This is an optimization exercise on Yosys and OpenROAD, whose aim is small area and a short achievable clock period, not a production implementation. RTL that was checked went through simulation tests only; none was proved equivalent to the original. No activity file was given, so power comes from the tool's default toggle rates.

Design cpu, start of the top module:
module cpu(CLK, RESET, EN_L, Iin, Din, PC, NextPC, DataA, DataB, DataC, DataD, MW);
  input         CLK;
  input         RESET;
  input         EN_L;
  input  [15:0] Iin;
  input  [7:0]  Din;
  output [7:0]  PC;
  output [7:0]  NextPC;
  output [7:0]  DataA;
  output [7:0]  DataB;
  output [7:0]  DataC;
  output [7:0]  DataD;
  output        MW;
  reg  [7:1] pc_q;
  reg        EN_LPrev;
  reg  [7:0] r0, r1, r2, r3, r4, r5, r6, r7;
  wire useA, zB, doSub, doAdd, selC, isLB, isBr, isHALT, LD;
  wire doAnd, doOr, doRsh, doSra, doSll;
  wire [2:0] DR;
  wire [7:0] k;
  cpu_ctrl ctrl (.I(Iin), .useA(useA), .zB(zB), .doSub(doSub), .doAdd(doAdd), .selC(selC),
                 .doAnd(doAnd), .doOr(doOr), .doRsh(doRsh), .doSra(doSra), .doSll(doSll),
                 .isLB(isLB), .isSB(MW), .isBr(isBr), .isHALT(isHALT), .LD(LD),
                 .DR(DR), .k(k));
  wire [7:0] sa, sb, a, b, bm;
  cpu_dec3 dec_a (.s(Iin[11:9]), .y(sa));
  cpu_dec3 dec_b (.s(Iin[8:6]), .y(sb));
  genvar i;
  generate
    for (i = 0; i < 8; i = i + 1) begin : rd
      wire [7:0] ri = {r7[i], r6[i], r5[i], r4[i], r3[i], r2[i], r1[i], r0[i]};
      cpu_rd8  pa (.s(sa), .r(ri), .y(a[i]));
      cpu_rd8  pb (.s(sb), .r(ri), .y(b[i]));
      g_and2b  mb (.a_n(zB), .b(b[i]), .y(bm[i]));
    end
  endgenerate
  assign DataB = b;
  wire nuseA;
  g_inv iua (.a(useA), .y(nuseA));
  generate
    for (i = 0; i < 8; i = i + 1) begin : am
      wire m1, m0;
      g_nand2 n1 (.a(useA), .b(a[i]), .y(m1));
      g_nand2 n0 (.a(nuseA), .b(r0[i]), .y(m0));
      g_nand2 n2 (.a(m1), .b(m0), .y(DataA[i]));
    end
  endgenerate
  wire [7:0] sum, ang, ant;
  cpu_add8 add (.a(a), .bm(bm), .k(k), .ci(doSub), .s(sum), .ng(ang), .nt(ant));
  wire [7:0] nother, notherC;
  generate
    for (i = 0; i < 8; i = i + 1) begin : oth
      cpu_oth1 o (.ng(ang[i]), .nt(ant[i]), .al(i > 0 ? a[i-1] : 1'b0),
                  .ar(i < 7 ? a[i+1] : a[7]), .r0l(i > 0 ? r0[i-1] : 1'b0), .din(Din[i]),
                  .nuseA(nuseA), .isLB(isLB), .doAnd(doAnd), .doOr(doOr),
                  .doRsh(i < 7 ? doRsh : doSra), .doSll(doSll),
                  .nD(nother[i]), .nC(notherC[i]));
    end
  endgenerate
  generate
    for (i = 0; i < 8; i = i + 1) begin : res
      wire sd, sc;
      g_nand2 d0 (.a(sum[i]), .b(doAdd), .y(sd));
  ...
export LEC_CHECK = 0
export CAP_MARGIN = 20
export CORE_MARGIN = 2
export CORE_UTILIZATION = 60
export CTS_BUF_LIST = sky130_fd_sc_hd__clkbuf_4 sky130_fd_sc_hd__clkbuf_8
export SETUP_SLACK_MARGIN = 4.0
export SLEW_MARGIN = 20
export SYNTH_HIERARCHICAL = 1
create_clock -name core_clock -period 11.5 [get_ports {CLK}]
standard.sh (not shown) runs the stock make flow with config.mk's settings and CLKGATE_MAP_FILE= SYNTH_SCRIPT=/design/flow/synth_recipe.tcl, a recipe that flattens the netlist after the stock synthesis.
==> flow/flow/run.sh <==
#!/bin/bash
# The standard layout (the standard.sh), with the input and output ports buffered by
# sky130_fd_sc_hd__buf_2 instead of the cell buffer_ports picks by default.
set -euo pipefail
export BUFFER_PORTS_ARGS="-buffer_cell sky130_fd_sc_hd__buf_2"
bash standard.sh > flow_make.log 2>&1
Then changed:
Settings changed: CTS_BUF_LIST sky130_fd_sc_hd__clkbuf_4 sky130_fd_sc_hd__clkbuf_8 to sky130_fd_sc_hd__clkbuf_8.
Result: The new run passed the timing, DRC and antenna checks. Fmax barely changes. Total power hardly moves. Setup slack gets worse by 8.8 ps. Clock power barely changes. Die area does not change.
Then changed:
Settings changed: CORE_UTILIZATION 60 to 70.
After rerunning:
- global-route usage climbs by 6.8 points
- sequential power rises by about 1%
- worst setup slack gets worse by 47 ps
- total power grows by 2.3%
- design area came out higher by 1.5%
- synthesized area stays the same
- combinational power goes up by 8.2%
No functional check of the RTL was part of any run of this note.

---

Another version of the RTL of cpu (not shown whole).
For scale: roughly 76 I/O pins, about 4700 sq um of cells after synthesis.
==> flow/config.mk <==
export PLATFORM = sky130hd
export DESIGN_NAME = cpu
export DESIGN_NICKNAME = cpu
export VERILOG_FILES = /design/flow/design.v
export SDC_FILE = /design/flow/constraint.sdc
export NUM_CORES = 4
export LEC_CHECK = 0
export CAP_MARGIN = 20
export CORE_MARGIN = 2
export CORE_UTILIZATION = 60
export CTS_BUF_LIST = sky130_fd_sc_hd__clkbuf_8
export SETUP_SLACK_MARGIN = 4.3
export SLEW_MARGIN = 20
export SYNTH_HIERARCHICAL = 1
==> flow/constraint.sdc <==
create_clock -name core_clock -period 11.5 [get_ports {CLK}]
set_input_delay 2.3000 -clock core_clock [delete_from_list [all_inputs] [get_ports {CLK}]]
set_output_delay 2.3000 -clock core_clock [all_outputs]
set_load 0.01 [all_outputs]
==> flow/flow/run.sh <==
#!/bin/bash
# The standard layout (the standard.sh), with two changes: the input and output ports are
# buffered by sky130_fd_sc_hd__buf_2 instead of the cell buffer_ports picks by default, and
# clock tree synthesis inserts no dummy loads.
set -euo pipefail
export BUFFER_PORTS_ARGS="-buffer_cell sky130_fd_sc_hd__buf_2"
export CTS_ARGS="-sink_clustering_enable -repair_clock_nets -buf_list sky130_fd_sc_hd__clkbuf_8 -dont_use_dummy_load"
bash standard.sh > flow_make.log 2>&1
Next try:
- GPL_TIMING_DRIVEN: unset -> 0
- SETUP_SLACK_MARGIN: 4.3 -> 4.0
What happened: Wire length falls by 8.9%. Count of clock-buffer cells in the layout stays the same. Final cell count went down by 1.3%. Power fell by 5.2%. Setup slack is worse by 0.20 ns. Hold slack gets better by 0.0036 ns.
Next try:
- GPL_TIMING_DRIVEN: 0 -> unset
- SETUP_SLACK_MARGIN: 4.0 -> 3.85
Outcome: Maximum frequency shrinks slightly. Total power grows slightly. Register-to-register slack is worse by 0.23 ns. First-iteration DRC count grows by a quarter to a third.
Next try:
- CORE_UTILIZATION: 60 -> 52
- SETUP_SLACK_MARGIN: 3.85 -> 4.0
After rerunning:
- The changed run completed without violations
- sequential cell count does not change
- final area goes up by 0.97%
- core utilization goes down by 8.4 points
- synthesized cell count does not change
- non-clock buffer count goes up by 7
- global-route usage goes down by 4.9 points
Next try:
- CORE_UTILIZATION: 52 -> 60
Utilization climbs by 9.0 points.
Synthesized cell count stays the same.
Setup slack gets worse by 0.028 ns.
Via count is higher by a few percent.
Sequential share of layout area is about the same.
Maximum frequency is lower slightly.
Design area hardly moves.
Clock power hardly moves.
Next try:
--- a/flow/flow/run.sh
+++ b/flow/flow/run.sh
@@ -6,3 +6,3 @@
 export BUFFER_PORTS_ARGS="-buffer_cell sky130_fd_sc_hd__buf_2"
-export CTS_ARGS="-sink_clustering_enable -repair_clock_nets -buf_list sky130_fd_sc_hd__clkbuf_8 -dont_use_dummy_load"
+export CTS_ARGS="-sink_clustering_enable -repair_clock_nets -root_buf sky130_fd_sc_hd__clkbuf_8 -buf_list sky130_fd_sc_hd__clkbuf_4 -dont_use_dummy_load"
 bash standard.sh > flow_make.log 2>&1
Result:
- wire length stays the same
- die area is unchanged
- worst setup slack is unchanged

---

Another version of the RTL of cpu (not shown whole).
For scale: ~480 cells after synthesis, about 72 flip-flops, ~76 I/O pins, ~5300 sq um of cells after synthesis.
export LEC_CHECK = 0
export CAP_MARGIN = 20
export CORE_MARGIN = 2
export CORE_UTILIZATION = 60
export CTS_BUF_LIST = sky130_fd_sc_hd__clkbuf_8
export SETUP_SLACK_MARGIN = 4.0
export SLEW_MARGIN = 20
create_clock -name core_clock -period 11.5 [get_ports {CLK}]
==> flow/flow/run.sh <==
#!/bin/bash
# The standard layout (the standard.sh), with the input and output ports buffered by
# sky130_fd_sc_hd__buf_2 instead of the cell buffer_ports picks by default.
set -euo pipefail
export BUFFER_PORTS_ARGS="-buffer_cell sky130_fd_sc_hd__buf_2"
bash standard.sh > flow_make.log 2>&1
Rerun with:
- SETUP_SLACK_MARGIN: 4.0 -> 3.0
After rerunning: Flip-flop and latch count is unchanged. Total power came out lower by about 5.6%. Final area decreases by about 7%. Clock skew barely changes.
Rerun with:
- SETUP_SLACK_MARGIN: 3.0 -> 3.5
After rerunning: The changed run passed the timing, DRC and antenna checks. Count of clock-buffer cells in the layout does not change. Synthesized cell count stays the same. Area after synthesis does not change. Via count grows by 2.1%. Clock power is about the same. Setup slack gains 0.43 ns. Register-to-register slack gains 0.13 ns. Final cell count grows by 1.7%.
Function was not checked in any run of this note: the RTL went through the layout flow alone.

---

cpu, a different RTL version from the one above (not shown whole).
Size in the first run: roughly 460 cells after synthesis, about 76 I/O pins, about 5200 um2 of cells after synthesis.
Design cpu, start of the top module:
module cpu(CLK, RESET, EN_L, Iin, Din, PC, NextPC, DataA, DataB, DataC, DataD, MW);
clock: 11.5 ns
lec_check: 0
cap_margin: 20
core_margin: 2
core_utilization: 60
cts_buf_list: sky130_fd_sc_hd__clkbuf_4
setup_slack_margin: 3.5
slew_margin: 20
run.sh (not shown) runs the stock make flow with config.mk's settings and CLKGATE_MAP_FILE= SYNTH_SCRIPT=/design/flow/synth_recipe.tcl, a recipe that flattens the netlist after the stock synthesis.
Stock flow here: none of the scripts above is used.
The first run went through all stages and came out clean.
Next try:
- CORE_UTILIZATION: 60 -> 40
- CTS_BUF_LIST: sky130_fd_sc_hd__clkbuf_4 -> not set
- GPL_TIMING_DRIVEN: not set -> 0
- SETUP_SLACK_MARGIN: 3.5 -> 0.2
Clock power goes up by 52%.
Critical path depth goes up by 2.
Die area goes up by 48%.
Global-route usage goes down by 11 points.
Routed wire length goes down by 2.2%.
Synthesized cell count stays the same.
Next try:
==> flow/flow/run.sh (new file) <==
#!/bin/bash
# The standard layout (the standard.sh), with the input and output ports buffered by
# sky130_fd_sc_hd__buf_1 instead of the cell buffer_ports picks by default.
set -euo pipefail
export BUFFER_PORTS_ARGS="-buffer_cell sky130_fd_sc_hd__buf_1"
bash standard.sh > flow_make.log 2>&1
==> flow/standard.sh (new file) <==
#!/bin/bash
# synth_recipe.tcl (not shown) runs the flow's synth.tcl, then flattens the netlist and writes it again
# the make line also repeats each setting of config.mk as NAME=value (left out here)
make -C /OpenROAD-flow-scripts/flow DESIGN_CONFIG=/design/flow/config.mk WORK_HOME=/design/flow/orfs CLKGATE_MAP_FILE= SYNTH_SCRIPT=/design/flow/synth_recipe.tcl "${@:-finish}"
- CORE_UTILIZATION: 40 -> 60
- CTS_BUF_LIST: not set -> sky130_fd_sc_hd__clkbuf_8
- GPL_TIMING_DRIVEN: 0 -> not set
- SETUP_SLACK_MARGIN: 0.2 -> 3.5
removed: flow/run.sh
Routed wire length is lower by about 5%; total power shrinks by 8.2%; die area decreases by about 32%; global-route usage goes up by 7.1 points.
Next try:
==> flow/flow/run.sh (replaced) <==
#!/bin/bash
# The standard layout (the standard.sh), with the input and output ports buffered by
# sky130_fd_sc_hd__buf_2 instead of the cell buffer_ports picks by default.
set -euo pipefail
export BUFFER_PORTS_ARGS="-buffer_cell sky130_fd_sc_hd__buf_2"
bash standard.sh > flow_make.log 2>&1
What happened: Core utilization falls by 0.86 points; power falls by 2.4%; global-route usage falls by 0.65 points; die area stays the same; routed wire length falls by 5.0%.

---

== run A ==
Another version of the RTL of cpu (not shown whole).
Size: ~490 cells after synthesis, roughly 72 flip-flops, ~76 I/O pins, ~4600 µm² of cells after synthesis.
Design cpu, start of the top module:
module cpu(CLK, RESET, EN_L, Iin, Din, PC, NextPC, DataA, DataB, DataC, DataD, MW);
==> flow/config.mk <==
export PLATFORM = sky130hd
export DESIGN_NAME = cpu
export DESIGN_NICKNAME = cpu
export VERILOG_FILES = /design/flow/design.v
export SDC_FILE = /design/flow/constraint.sdc
export NUM_CORES = 4
export LEC_CHECK = 0
export CAP_MARGIN = 20
export CORE_MARGIN = 2
export CORE_UTILIZATION = 60
export CTS_BUF_LIST = sky130_fd_sc_hd__clkbuf_8
export SETUP_SLACK_MARGIN = 4.0
export SLEW_MARGIN = 20
export SYNTH_HIERARCHICAL = 1
==> flow/constraint.sdc <==
create_clock -name core_clock -period 11.5 [get_ports {CLK}]
set_input_delay 2.3000 -clock core_clock [delete_from_list [all_inputs] [get_ports {CLK}]]
set_output_delay 2.3000 -clock core_clock [all_outputs]
set_load 0.01 [all_outputs]
standard.sh (not shown) runs the stock make flow with config.mk's settings and CLKGATE_MAP_FILE= SYNTH_SCRIPT=/design/flow/synth_recipe.tcl, a recipe that flattens the netlist after the stock synthesis.
==> flow/flow/run.sh <==
#!/bin/bash
# The standard layout (the standard.sh), with the input and output ports buffered by
# sky130_fd_sc_hd__buf_2 instead of the cell buffer_ports picks by default.
set -euo pipefail
export BUFFER_PORTS_ARGS="-buffer_cell sky130_fd_sc_hd__buf_2"
bash standard.sh > flow_make.log 2>&1
Run A reached the final stage; the timing, DRC and antenna checks on its layout passed.
What run B does differently from run A at the input level:
==> flow/flow/run.sh <==
#!/bin/bash
# The standard layout (the standard.sh), with two changes: the input and output ports are
# buffered by
# clock tree synthesis inserts no dummy loads.
set -euo pipefail
export BUFFER_PORTS_ARGS="-buffer_cell sky130_fd_sc_hd__buf_1"
export CTS_ARGS="-sink_clustering_enable -repair_clock_nets -buf_list sky130_fd_sc_hd__clkbuf_8 -dont_use_dummy_load"
bash standard.sh > flow_make.log 2>&1
Notes after the runs:
NOTE: worst setup slack in run B falls short of that of run A
Delta (run B minus run A): internal power consumption has decreased; number of max-slew violations in the final report neither gained nor lost much; total setup buffers inserted after CTS picked up an extra 6; critical path depth saw a decrease.
In the metrics for run A and run B, the one carrying the higher detailed-route via count is run A.
Re final critical-path required period: run A and run B aren't equal, and the higher value belongs to run B.
Changes in run C relative to run B:
==> flow/flow/run.sh <==
#!/bin/bash
# The standard layout (the standard.sh), with the input and output ports buffered by
# sky130_fd_sc_hd__buf_2 instead of the cell buffer_ports picks by default.
set -euo pipefail
export BUFFER_PORTS_ARGS="-buffer_cell sky130_fd_sc_hd__buf_2"
bash standard.sh > flow_make.log 2>&1
--- a/flow/config.mk
+++ b/flow/config.mk
@@ -11,3 +11,3 @@
 export CTS_BUF_LIST = sky130_fd_sc_hd__clkbuf_8
-export SETUP_SLACK_MARGIN = 4.0
+export SETUP_SLACK_MARGIN = 4.2
 export SLEW_MARGIN = 20
==> notes.md <==
Run C falls short of run B in violation count after the first detailed-route iteration. Compared with run B, run C shows a power in the clock group that is 48% higher. Cell area (run C vs. run B) increases by a few percent. The run showing the greater critical path depth is run B. Run B -> run C: detail-routed net length per standard cell increased by a few percent. The fraction of standard cell area that is sequential number comes out lower for run C vs run B.
Relative to run C, the following input files were edited for run D:
==> flow/flow/run.sh <==
#!/bin/bash
# The standard layout (the standard.sh), with two changes: the input and output ports are
# buffered by sky130_fd_sc_hd__buf_2 instead of the cell buffer_ports picks by default, and
# clock tree synthesis inserts no dummy loads and clusters up to 24 sinks per buffer.
set -euo pipefail
export BUFFER_PORTS_ARGS="-buffer_cell sky130_fd_sc_hd__buf_2"
export CTS_ARGS="-sink_clustering_enable -repair_clock_nets -buf_list sky130_fd_sc_hd__clkbuf_8 -dont_use_dummy_load -sink_clustering_size 24 -sink_clustering_max_diameter 100"
bash standard.sh > flow_make.log 2>&1
--- a/flow/config.mk
+++ b/flow/config.mk
@@ -11,3 +11,3 @@
 export CTS_BUF_LIST = sky130_fd_sc_hd__clkbuf_8
-export SETUP_SLACK_MARGIN = 4.2
+export SETUP_SLACK_MARGIN = 4.0
 export SLEW_MARGIN = 20
Minimum clock period came out higher on run D than on run C.
Run D ended up with a lower post-route standard cell area excluding fillers than run C did.
The non-clock buffer contribution to total cell area of run D is lower than that of run C.
Between run D and run C, it is run D whose share of cells above drive strength 1 is lower, by 7.0 points.
Higher final cell count goes to run C over run D.
Synthesized cell count came out exactly the same in run D and run C.
[run D] detailed-route wire length fell 10% relative to run C
In the metrics for run D and run C, the one carrying the lower met3 global-route usage is run D.
Run D vs run C — static leakage power dropped about 8%.
In run D relative to run C, average detailed-routed wire length per instance had gone down by a few percent.
What run E does differently from run D at the input level:
==> flow/flow/run.sh <==
#!/bin/bash
# The standard layout (the standard.sh), with two changes: the input and output ports are
# buffered by sky130_fd_sc_hd__buf_2 instead of the cell buffer_ports picks by default, and
# clock tree synthesis inserts no dummy loads.
set -euo pipefail
export BUFFER_PORTS_ARGS="-buffer_cell sky130_fd_sc_hd__buf_2"
export CTS_ARGS="-sink_clustering_enable -repair_clock_nets -buf_list sky130_fd_sc_hd__clkbuf_8 -dont_use_dummy_load"
bash standard.sh > flow_make.log 2>&1
[summary]
Run E completed every stage of the flow, and the final layout passed the timing, DRC and antenna checks. Summary of run E over run D: routed wire length ~0 delta, total half-perimeter wirelength after legalization and detailed placement essentially unchanged, setup slack of the critical path after layout was more or less identical, via count of the first global-routing pass now sits at about the same level. Reported for run D and run E, fraction of standard cell area in multi-input logic turned out identical to the last digit. | count of clock-net buffers in the final layout | run E vs run D | ≈ equal |. Share of layout cells above drive strength 1: run E vs run D identical. Count of plain and timing-repair buffers in the layout delta (run D -> run E): insignificant. Longest individual stage delay on the worst path: run E vs run D, no meaningful difference.
> inputs changed (run E -> run F)
==> flow/flow/run.sh <==
#!/bin/bash
# The standard layout (the standard.sh), with the input and output ports buffered by
# sky130_fd_sc_hd__buf_2 instead of the cell buffer_ports picks by default.
set -euo pipefail
export BUFFER_PORTS_ARGS="-buffer_cell sky130_fd_sc_hd__buf_2"
bash standard.sh > flow_make.log 2>&1
--- a/flow/config.mk
+++ b/flow/config.mk
@@ -11,3 +11,3 @@
 export CTS_BUF_LIST = sky130_fd_sc_hd__clkbuf_8
-export SETUP_SLACK_MARGIN = 4.0
+export SETUP_SLACK_MARGIN = 3.7
 export SLEW_MARGIN = 20
Summary of run F over run E: met1 routing resource usage after global routing stayed essentially flat, final design utilization fell by 0.99 points. Run F vs. run E: share of total power in sequential cells went down by 3.0 points. On combined global-route utilization of all metal layers, run E and run F are basically level. Going from run E to run F, the arrival time at the worst endpoint was found to have gone up by 280 ps. Transition time of the tightest slew-check pin down 12 ps in run F wrt run E. Per the comparison of run F with run E, total power consumption of the routed design has increased; part of the power in combinational logic has decreased.

-- separate check: timing with driven ports --
Ports are ideal in the flow. The routed layouts listed here were re-timed in OpenROAD.
Step 1, drivers: a clkbuf_16 drives CLK and a buf_2 each remaining input, both assumed.
Step 2 moves the port delays by t, midway between the first and last clock arrival at a register: inputs arrive t later, outputs are due t later. That takes back most of the time a late clock gives input paths.
a / b / c = no drivers / after step 1 / after step 2; a / b = the first two.
| run | t, ns | setup slack, ns | hold WS [ns] | latest minus earliest clock arrival (ns) |
|---|---|---|---|---|
| the first run of note 1 | 0.374 | 4.145 / 4.115 / 4.115 | 0.730 / 0.730 / 0.730 | 0.008 / 0.008 |
| the second run of note 1 | 0.374 | 4.136 / 4.107 / 4.107 | 0.727 / 0.727 / 0.727 | 0.011 / 0.012 |
| the third run of note 1 | 0.379 | 4.089 / 4.054 / 4.054 | 0.754 / 0.754 / 0.754 | 0.008 / 0.008 |
| the first run of note 2 | 0.380 | 4.364 / 4.338 / 4.338 | 0.608 / 0.608 / 0.608 | 0.022 / 0.022 |
| the second run of note 2 | 0.369 | 4.161 / 4.141 / 4.141 | 0.612 / 0.612 / 0.612 | 0.038 / 0.038 |
| the third run of note 2 | 0.381 | 4.103 / 4.079 / 4.079 | 0.610 / 0.610 / 0.610 | 0.023 / 0.023 |
| the fourth run of note 2 | 0.358 | 4.164 / 4.141 / 4.141 | 0.622 / 0.622 / 0.622 | 0.028 / 0.029 |
| the fifth run of note 2 | 0.378 | 4.136 / 4.113 / 4.113 | 0.610 / 0.610 / 0.610 | 0.024 / 0.024 |
| the sixth run of note 2 | 0.378 | 4.136 / 4.113 / 4.113 | 0.610 / 0.610 / 0.610 | 0.024 / 0.024 |
| the first run of note 3 | 0.381 | 3.775 / 3.631 / 3.631 | 0.581 / 0.581 / 0.581 | 0.011 / 0.012 |
| the second run of note 3 | 0.375 | 3.183 / 3.161 / 3.161 | 0.592 / 0.592 / 0.592 | 0.011 / 0.010 |
| the third run of note 3 | 0.377 | 3.610 / 3.483 / 3.483 | 0.589 / 0.589 / 0.589 | 0.014 / 0.014 |
| the first run of note 4 | 0.429 | 3.595 / 3.555 / 3.555 | 0.537 / 0.537 / 0.537 | 0.016 / 0.016 |
| the second run of note 4 | 0.366 | 2.391 / 2.368 / 2.368 | 0.522 / 0.522 / 0.522 | 0.007 / 0.007 |
| the third run of note 4 | 0.379 | 3.587 / 3.561 / 3.561 | 0.527 / 0.527 / 0.527 | 0.014 / 0.014 |
| the fourth run of note 4 | 0.365 | 3.670 / 3.622 / 3.622 | 0.520 / 0.520 / 0.520 | 0.013 / 0.013 |
| run A | 0.387 | 4.142 / 4.108 / 4.108 | 0.623 / 0.623 / 0.623 | 0.016 / 0.016 |
| run B | 0.378 | 4.112 / 4.077 / 4.077 | 0.628 / 0.628 / 0.628 | 0.038 / 0.038 |
| run C | 0.384 | 4.192 / 4.110 / 4.110 | 0.622 / 0.622 / 0.622 | 0.015 / 0.015 |
| run D | 0.376 | 4.163 / 4.129 / 4.129 | 0.619 / 0.619 / 0.619 | 0.026 / 0.026 |
| run E | 0.376 | 4.163 / 4.129 / 4.129 | 0.619 / 0.619 / 0.619 | 0.026 / 0.026 |
| run F | 0.387 | 3.884 / 3.851 / 3.851 | 0.620 / 0.620 / 0.620 | 0.015 / 0.015 |
After both steps setup and hold are still met in every run listed. For the first run of note 3, which loses most, drivers alone change the setup slack by -0.144 ns; drivers and shift together by -0.144 ns.
